Background: an optimization exercise with open tools, aiming at small area. Do not read the settings as production practice.
Only simulation tests tie the RTL to the original design; equivalence was not proved.
No activity file was given, so power comes from the tool's default toggle rates.

before:
## top_module_x3
module top_module_x3 (
    input wire clk,
    input wire rst_n,
    output reg buzzer,
    input  wire sda1_i, output wire sda1_o, output wire sda1_oe, output wire scl1,
    input  wire sda2_i, output wire sda2_o, output wire sda2_oe, output wire scl2,
    input  wire sda3_i, output wire sda3_o, output wire sda3_oe, output wire scl3,
    output wire lcd_rs,
    output wire lcd_rw,
    output wire lcd_en,
    output wire [7:0] lcd_d,
    output reg relay1,
    output reg relay2,
    output reg relay3
);
For scale: roughly 6600 sq um of cells after synthesis.
clock: 20.0 ns
lec_check: 0
cap_margin: 20
core_margin: 2
core_utilization: 60
slew_margin: 20
buffer_ports_args: -buffer_cell sky130_fd_sc_hd__buf_1
cts_args: -sink_clustering_enable -repair_clock_nets -dont_use_dummy_load -buf_list sky130_fd_sc_hd__clkbuf_8
standard.sh (not shown) runs the stock make flow with config.mk's settings and CLKGATE_MAP_FILE= SYNTH_SCRIPT=/design/flow/synth_recipe.tcl, a recipe that flattens the netlist after the stock synthesis.
==> flow/flow/run.sh <==
#!/bin/bash
# Own layout flow: the standard ORFS flow (standard.sh) with two changes
# to how the layout is made:
#  - the I/O port buffers are sky130_fd_sc_hd__buf_1 (the standard flow's
#    buffer_ports picks a larger cell; the ports see only 0.01 pF)
#  - clock tree synthesis uses clkbuf_8 and adds no dummy loads
# Everything else (synthesis, floorplan, placement, routing) is standard.sh.
set -e
cat >> config.mk <<'EOM'
export BUFFER_PORTS_ARGS = -buffer_cell sky130_fd_sc_hd__buf_1
export CTS_ARGS = -sink_clustering_enable -repair_clock_nets -dont_use_dummy_load -buf_list sky130_fd_sc_hd__clkbuf_8
EOM
bash standard.sh > standard.log 2>&1
diff inputs: before => after
Settings: CTS_ARGS removed (was -sink_clustering_enable -repair_clock_nets -dont_use_dummy_load -buf_list sky130_fd_sc_hd__clkbuf_8); BUFFER_PORTS_ARGS removed (was -buffer_cell sky130_fd_sc_hd__buf_1); CTS_BUF_LIST newly set to sky130_fd_sc_hd__clkbuf_8.
==> flow/run.sh (new file) <==
#!/bin/bash
# synth_recipe.tcl (not shown) runs the flow's synth.tcl, then flattens the netlist and writes it again
# the make line also repeats each setting of config.mk as NAME=value (left out here)
make -C /OpenROAD-flow-scripts/flow DESIGN_CONFIG=/design/flow/config.mk WORK_HOME=/design/flow/orfs CLKGATE_MAP_FILE= SYNTH_SCRIPT=/design/flow/synth_recipe.tcl finish
removed: flow/flow/run.sh
removed: flow/standard.sh
- Going from before to after, headroom to the max-slew limit grows by 6.1 points.
- When after is measured against before, its post-layout instance area turns out 4.3% higher.
- On number of fillers in the final layout, the higher figure sits with before, not after.
- Row met1 routing resource usage after global routing: after lower / before higher
- In the flow results for after and before, the worst hold-check slack is smaller on before.
- Of after and before, the higher count of clock buffers in the final design belongs to after.
- On fmax: between after and before, it ends up higher for before.
- Between after and before, the utilization is higher for after.
- after vs before — post-layout minimum cycle time rose 0.41 ns.
- Compared with before, after degrades routed wire length.
- In the metrics for after and before, the one carrying the lower relative contribution of the clock network to total power is before.

========
## old
top_module_x3, a different RTL version from the one above (not shown whole).
For scale: ~520 cells after synthesis, roughly 29 I/O pins, about 0.0056 mm² of cells after synthesis.
export LEC_CHECK = 0
export CAP_MARGIN = 20
export CORE_MARGIN = 2
export CORE_UTILIZATION = 60
export SLEW_MARGIN = 20
export BUFFER_PORTS_ARGS = -buffer_cell sky130_fd_sc_hd__buf_1
export CTS_ARGS = -sink_clustering_enable -repair_clock_nets -dont_use_dummy_load -buf_list sky130_fd_sc_hd__clkbuf_8
create_clock -name core_clock -period 20.0 [get_ports {clk}]
==> flow/flow/run.sh <==
#!/bin/bash
# Own layout flow: the standard ORFS flow (standard.sh) with two changes
# to how the layout is made:
#  - the I/O port buffers are sky130_fd_sc_hd__buf_1 (the standard flow's
#    buffer_ports picks a larger cell; the ports see only 0.01 pF)
#  - clock tree synthesis uses clkbuf_8 and adds no dummy loads
# Everything else (synthesis, floorplan, placement, routing) is standard.sh.
set -e
cat >> config.mk <<'EOM'
export BUFFER_PORTS_ARGS = -buffer_cell sky130_fd_sc_hd__buf_1
export CTS_ARGS = -sink_clustering_enable -repair_clock_nets -dont_use_dummy_load -buf_list sky130_fd_sc_hd__clkbuf_8
EOM
bash standard.sh > standard.log 2>&1
old ended with every stage complete and zero timing, DRC or antenna violations.
Setup changes, old to new
==> flow/flow/run.sh <==
#!/bin/bash
# Own layout flow: the standard ORFS flow (standard.sh) with two changes
# to how the layout is made:
#  - the I/O port buffers are sky130_fd_sc_hd__buf_1 (the standard flow's
#    buffer_ports picks a larger cell; the ports see only 0.01 pF)
#  - clock tree synthesis uses clkbuf_4 and adds no dummy loads
# Everything else (synthesis, floorplan, placement, routing) is standard.sh.
set -e
cat >> config.mk <<'EOM'
export BUFFER_PORTS_ARGS = -buffer_cell sky130_fd_sc_hd__buf_1
export CTS_ARGS = -sink_clustering_enable -repair_clock_nets -dont_use_dummy_load -buf_list sky130_fd_sc_hd__clkbuf_4
EOM
bash standard.sh > standard.log 2>&1
diff --git a/flow/config.mk b/flow/config.mk
--- a/flow/config.mk
+++ b/flow/config.mk
@@ -11,3 +11,3 @@
 export SLEW_MARGIN = 20
 export BUFFER_PORTS_ARGS = -buffer_cell sky130_fd_sc_hd__buf_1
-export CTS_ARGS = -sink_clustering_enable -repair_clock_nets -dont_use_dummy_load -buf_list sky130_fd_sc_hd__clkbuf_8
+export CTS_ARGS = -sink_clustering_enable -repair_clock_nets -dont_use_dummy_load -buf_list sky130_fd_sc_hd__clkbuf_4
Findings:
Looking at post-route worst setup slack, new sits 0.090 ns below old. Against old, new reports a power share of the clock group that is lower. Looking at total power draw across new and old, the one that comes out lower is new. old → new: number of port buffers roughly the same, routed wire length down about 0.8%.

afterwards: timing with drivers on the ports:
The flow's constraints put no driver on any port. The routed layouts listed below were extracted and timed again, unchanged, in two steps. Step 1, drivers: a clkbuf_16 drives clk and a buf_2 each remaining input, both assumed. Step 2 also shifts input and output timing later by t, the mid clock arrival at the registers, as if the neighbouring blocks saw the same clock. Three values: no drivers, after step 1, after step 2; two values: the first two.
run | t, ns | setup slack, ns | hold slack, ns | latest minus earliest clock arrival (ns) | worst data-port slew with drivers (ns)
before | 0.455 | 13.495 / 13.457 / 13.911 | 0.411 / 0.411 / 0.411 | 0.026 / 0.025 | 0.03
after | 0.483 | 13.087 / 13.049 / 13.532 | 0.423 / 0.423 / 0.423 | 0.011 / 0.011 | 0.03
old | 0.434 | 13.561 / 13.528 / 13.962 | 0.338 / 0.338 / 0.338 | 0.026 / 0.026 | 0.03
new | 0.518 | 13.471 / 13.439 / 13.957 | 0.333 / 0.333 / 0.333 | 0.042 / 0.042 | 0.03
After both steps setup and hold are still met in every run listed.
